Background: an optimization exercise with open tools, aiming at small area and a short achievable clock period. Do not read the settings as production practice. The RTL was checked by simulation tests, not by an equivalence proof against the original design.

raven:
## Filter_IIR
module Filter_IIR(Output, Input, clk, reset);
  input clk;
  input reset;
  input [31:0] Input;
  output [31:0] Output;
  reg [22:0] s1_d1;
  reg [23:0] s1_dd;
  reg [23:0] s1_c;
  reg [22:0] s2_d1, s2_d2;
  reg [22:0] s3_d1, s3_d2;
  wire n0, n1;
  iir_ha un0 (.a(s2_d1[0]), .b(s2_d1[3]), .s(n0), .co(n1));
  wire n2, n3;
  iir_fa un2 (.a(s2_d1[1]), .b(s2_d1[4]), .c(n1), .s(n2), .co(n3));
  wire n4, n5;
  iir_fa un4 (.a(s2_d1[2]), .b(s2_d1[5]), .c(n3), .s(n4), .co(n5));
  wire n6, n7;
  iir_fa un6 (.a(s2_d1[3]), .b(s2_d1[6]), .c(n5), .s(n6), .co(n7));
  wire n8, n9;
  iir_fa un8 (.a(s2_d1[4]), .b(s2_d1[7]), .c(n7), .s(n8), .co(n9));
  wire n10, n11;
  iir_fa un10 (.a(s2_d1[5]), .b(s2_d1[8]), .c(n9), .s(n10), .co(n11));
  wire n12, n13;
  iir_fa un12 (.a(s2_d1[6]), .b(s2_d1[9]), .c(n11), .s(n12), .co(n13));
  wire n14, n15;
  iir_fa un14 (.a(s2_d1[7]), .b(s2_d1[10]), .c(n13), .s(n14), .co(n15));
  wire n16, n17;
  iir_fa un16 (.a(s2_d1[8]), .b(s2_d1[11]), .c(n15), .s(n16), .co(n17));
  wire n18, n19;
  iir_fa un18 (.a(s2_d1[9]), .b(s2_d1[12]), .c(n17), .s(n18), .co(n19));
  wire n20, n21;
  iir_fa un20 (.a(s2_d1[10]), .b(s2_d1[13]), .c(n19), .s(n20), .co(n21));
  wire n22, n23;
  iir_fa un22 (.a(s2_d1[11]), .b(s2_d1[14]), .c(n21), .s(n22), .co(n23));
  wire n24, n25;
  iir_fa un24 (.a(s2_d1[12]), .b(s2_d1[15]), .c(n23), .s(n24), .co(n25));
  wire n26, n27;
  iir_fa un26 (.a(s2_d1[13]), .b(s2_d1[16]), .c(n25), .s(n26), .co(n27));
  wire n28, n29;
  ...
For scale: roughly 160 flip-flops, ~30000 um2 of cells after synthesis.
clock: 40.0 ns
lec_check: 0
cap_margin: 20
core_margin: 2
core_utilization: 40
slew_margin: 20
synth_hierarchical: 1
synth_minimum_keep_size: 0
standard.sh (not shown) runs the stock make flow with config.mk's settings and CLKGATE_MAP_FILE= SYNTH_SCRIPT=/design/flow/synth_recipe.tcl, a recipe that flattens the netlist after the stock synthesis.
==> flow/flow/run.sh <==
#!/bin/bash
export BUFFER_PORTS_ARGS="-buffer_cell sky130_fd_sc_hd__buf_2"
bash standard.sh > standard.log 2>&1
--- input diff raven..violet ---
diff --git a/flow/design.v b/flow/design.v
--- a/flow/design.v
+++ b/flow/design.v
@@ -1803,23 +1803,23 @@
   wire n1791 = n1631 ^ n1757;
   wire n1792 = n1632 ^ n1758;
   wire n1793 = n1633 ^ n1759;
   wire n1794 = n1634 ^ n1760;
   wire n1795 = n1635 ^ n1761;
   wire n1796 = n1636 ^ n1762;
   wire n1797 = n1637 ^ n1763;
   wire n1798 = n1638 ^ n1764;
   wire n1799 = n1639 ^ n1765;
   wire n1800 = n1582 ^ n1797;
-  wire n1801 = ~n1582 & n1797;
+  wire n1801 = ~(n1582) & n1797;
   wire n1802 = n1583 ^ ~n1798 ^ n1801;
-  wire n1803 = (~n1583 & ~n1798) | (~(n1583 ^ ~n1798) & n1801);
+  wire n1803 = (~(n1583) & ~n1798) | (~(n1583 ^ ~n1798) & n1801);
   wire n1804 = ~n1584 ^ ~n1799 ^ n1803;
   wire n1805 = s1_dd[1] ^ n1562;
   wire n1806 = ~s1_dd[1] & n1562;
   wire n1807 = s1_dd[2] ^ n1563;
   wire n1808 = ~s1_dd[2] & n1563;
   wire n1809 = s1_dd[3] ^ n1564;
   wire n1810 = ~s1_dd[3] & n1564;
   wire n1811 = s1_dd[4] ^ n1565;
   wire n1812 = ~s1_dd[4] & n1565;
   wire n1813 = s1_dd[5] ^ n1566;
@@ -3562,23 +3562,23 @@
   wire n3550 = n3427 ^ n3521;
   wire n3551 = n3428 ^ n3522;
   wire n3552 = n3429 ^ n3523;
   wire n3553 = n3430 ^ n3524;
   wire n3554 = n3431 ^ n3525;
   wire n3555 = n3432 ^ n3526;
   wire n3556 = n3433 ^ n3527;
   wire n3557 = n3434 ^ n3528;
   wire n3558 = n3435 ^ n3529;
   wire n3559 = ~n3381 ^ 1'b0;
-  wire n3560 = ~~n3381 & 1'b0;
+  wire n3560 = ~(~n3381) & 1'b0;
   wire n3561 = ~n3382 ^ 1'b0 ^ n3560;
-  wire n3562 = (~~n3382 & 1'b0) | (~(~n3382 ^ 1'b0) & n3560);
+  wire n3562 = (~(~n3382) & 1'b0) | (~(~n3382 ^ 1'b0) & n3560);
   wire n3563 = ~n3383 ^ 1'b0 ^ n3562;
   wire n3564 = n1120 ^ n3361;
   wire n3565 = ~n1120 & n3361;
   wire n3566 = n1122 ^ n3362;
   wire n3567 = ~n1122 & n3362;
   wire n3568 = n1124 ^ n3363;
   wire n3569 = ~n1124 & n3363;
   wire n3570 = n1126 ^ n3364;
   wire n3571 = ~n1126 & n3364;
   wire n3572 = n1128 ^ n3365;
==> comparison <==
Diff raven..violet | number of logic inverters in the finished layout | unchanged. Number of filler cells placed in the layout came out exactly the same in violet and raven. Status: logic depth of the worst path, buffers included parity (violet, raven). Reported for violet and raven, layout overhead on the synthesized area turned out identical to the last digit.

Setup of the previous run:
RTL: one of the versions met above, not the one the previous note started from.
Size: about 160 flip-flops, ~66 I/O pins, about 0.030 mm2 of cells after synthesis.
==> flow/design.v (excerpt) <==
module Filter_IIR(Output, Input, clk, reset);
  input clk;
  input reset;
  input [31:0] Input;
  output [31:0] Output;
  reg [22:0] s1_d1;
  reg [23:0] s1_dd;
  reg [23:0] s1_c;
  reg [22:0] s2_d1, s2_d2;
  reg [22:0] s3_d1, s3_d2;
  wire n0, n1;
  iir_ha un0 (.a(s2_d1[0]), .b(s2_d1[3]), .s(n0), .co(n1));
  wire n2, n3;
  iir_fa un2 (.a(s2_d1[1]), .b(s2_d1[4]), .c(n1), .s(n2), .co(n3));
  wire n4, n5;
  iir_fa un4 (.a(s2_d1[2]), .b(s2_d1[5]), .c(n3), .s(n4), .co(n5));
  wire n6, n7;
  iir_fa un6 (.a(s2_d1[3]), .b(s2_d1[6]), .c(n5), .s(n6), .co(n7));
  wire n8, n9;
  iir_fa un8 (.a(s2_d1[4]), .b(s2_d1[7]), .c(n7), .s(n8), .co(n9));
  wire n10, n11;
  iir_fa un10 (.a(s2_d1[5]), .b(s2_d1[8]), .c(n9), .s(n10), .co(n11));
  wire n12, n13;
  iir_fa un12 (.a(s2_d1[6]), .b(s2_d1[9]), .c(n11), .s(n12), .co(n13));
  wire n14, n15;
  iir_fa un14 (.a(s2_d1[7]), .b(s2_d1[10]), .c(n13), .s(n14), .co(n15));
  wire n16, n17;
  iir_fa un16 (.a(s2_d1[8]), .b(s2_d1[11]), .c(n15), .s(n16), .co(n17));
  wire n18, n19;
  iir_fa un18 (.a(s2_d1[9]), .b(s2_d1[12]), .c(n17), .s(n18), .co(n19));
  wire n20, n21;
  iir_fa un20 (.a(s2_d1[10]), .b(s2_d1[13]), .c(n19), .s(n20), .co(n21));
  wire n22, n23;
  iir_fa un22 (.a(s2_d1[11]), .b(s2_d1[14]), .c(n21), .s(n22), .co(n23));
  wire n24, n25;
  ...
clock: 40.0 ns
lec_check: 0
cap_margin: 20
core_margin: 2
core_utilization: 40
cts_buf_list: sky130_fd_sc_hd__clkbuf_8
cts_cluster_size: 30
slew_margin: 20
synth_hierarchical: 1
synth_minimum_keep_size: 0
Scripts as last shown in full above: flow/flow/run.sh
What the current run does differently from the previous run at the input level:
--- a/flow/design.v
+++ b/flow/design.v
@@ -1803,23 +1803,23 @@
   wire n1791 = n1631 ^ n1757;
   wire n1792 = n1632 ^ n1758;
   wire n1793 = n1633 ^ n1759;
   wire n1794 = n1634 ^ n1760;
   wire n1795 = n1635 ^ n1761;
   wire n1796 = n1636 ^ n1762;
   wire n1797 = n1637 ^ n1763;
   wire n1798 = n1638 ^ n1764;
   wire n1799 = n1639 ^ n1765;
   wire n1800 = n1582 ^ n1797;
-  wire n1801 = ~(n1582) & n1797;
+  wire n1801 = ~n1582 & n1797;
   wire n1802 = n1583 ^ ~n1798 ^ n1801;
-  wire n1803 = (~(n1583) & ~n1798) | (~(n1583 ^ ~n1798) & n1801);
+  wire n1803 = (~n1583 & ~n1798) | (~(n1583 ^ ~n1798) & n1801);
   wire n1804 = ~n1584 ^ ~n1799 ^ n1803;
   wire n1805 = s1_dd[1] ^ n1562;
   wire n1806 = ~s1_dd[1] & n1562;
   wire n1807 = s1_dd[2] ^ n1563;
   wire n1808 = ~s1_dd[2] & n1563;
   wire n1809 = s1_dd[3] ^ n1564;
   wire n1810 = ~s1_dd[3] & n1564;
   wire n1811 = s1_dd[4] ^ n1565;
   wire n1812 = ~s1_dd[4] & n1565;
   wire n1813 = s1_dd[5] ^ n1566;
@@ -3562,23 +3562,23 @@
   wire n3550 = n3427 ^ n3521;
   wire n3551 = n3428 ^ n3522;
   wire n3552 = n3429 ^ n3523;
   wire n3553 = n3430 ^ n3524;
   wire n3554 = n3431 ^ n3525;
   wire n3555 = n3432 ^ n3526;
   wire n3556 = n3433 ^ n3527;
   wire n3557 = n3434 ^ n3528;
   wire n3558 = n3435 ^ n3529;
   wire n3559 = ~n3381 ^ 1'b0;
-  wire n3560 = ~(~n3381) & 1'b0;
+  wire n3560 = ~~n3381 & 1'b0;
   wire n3561 = ~n3382 ^ 1'b0 ^ n3560;
-  wire n3562 = (~(~n3382) & 1'b0) | (~(~n3382 ^ 1'b0) & n3560);
+  wire n3562 = (~~n3382 & 1'b0) | (~(~n3382 ^ 1'b0) & n3560);
   wire n3563 = ~n3383 ^ 1'b0 ^ n3562;
   wire n3564 = n1120 ^ n3361;
   wire n3565 = ~n1120 & n3361;
   wire n3566 = n1122 ^ n3362;
   wire n3567 = ~n1122 & n3362;
   wire n3568 = n1124 ^ n3363;
   wire n3569 = ~n1124 & n3363;
   wire n3570 = n1126 ^ n3364;
   wire n3571 = ~n1126 & n3364;
   wire n3572 = n1128 ^ n3365;
Each of the runs, namely the current run and the previous run, reached the end of the flow and came out clean.
From the current run to the previous run, first-iteration DRC count did not move at all.
Diff the current run..the previous run | aggregate global routing overflow | unchanged
Comparing the current run against the previous run, there is no change at all in post-synth net total.
Comparing the previous run against the current run, there is no change at all in worst setup slack.
On wire length of the first global-routing pass, the current run and the previous run are neck and neck.
The previous run → the current run: synthesized cell count ~0 delta, flip-flop and latch count ~0 delta.

separate check: timing with driven ports:
How much do the figures lean on ideal ports? The routed layouts below were timed once more, with nothing changed but the port constraints. Step 1 assumes that a clkbuf_16 drives the clock port and a buf_2 every other input. Step 2 times the ports against the registers' clock, not the clock port: input delays grow and output delays shrink by t, the midpoint of the rising clock arrivals with the driver on. Three values: ideal, step 1, step 2; two values: the first two.
run | t, ns | setup WS [ns] | hold WS [ns]
raven | 0.555 | 12.277 / 12.248 / 12.248 | 0.389 / 0.389 / 0.389
violet | 0.555 | 12.277 / 12.248 / 12.248 | 0.389 / 0.389 / 0.389
the previous run | 0.633 | 12.251 / 12.222 / 12.222 | 0.394 / 0.394 / 0.394
the current run | 0.633 | 12.251 / 12.222 / 12.222 | 0.394 / 0.394 / 0.394
After both steps every run listed still meets setup and hold.
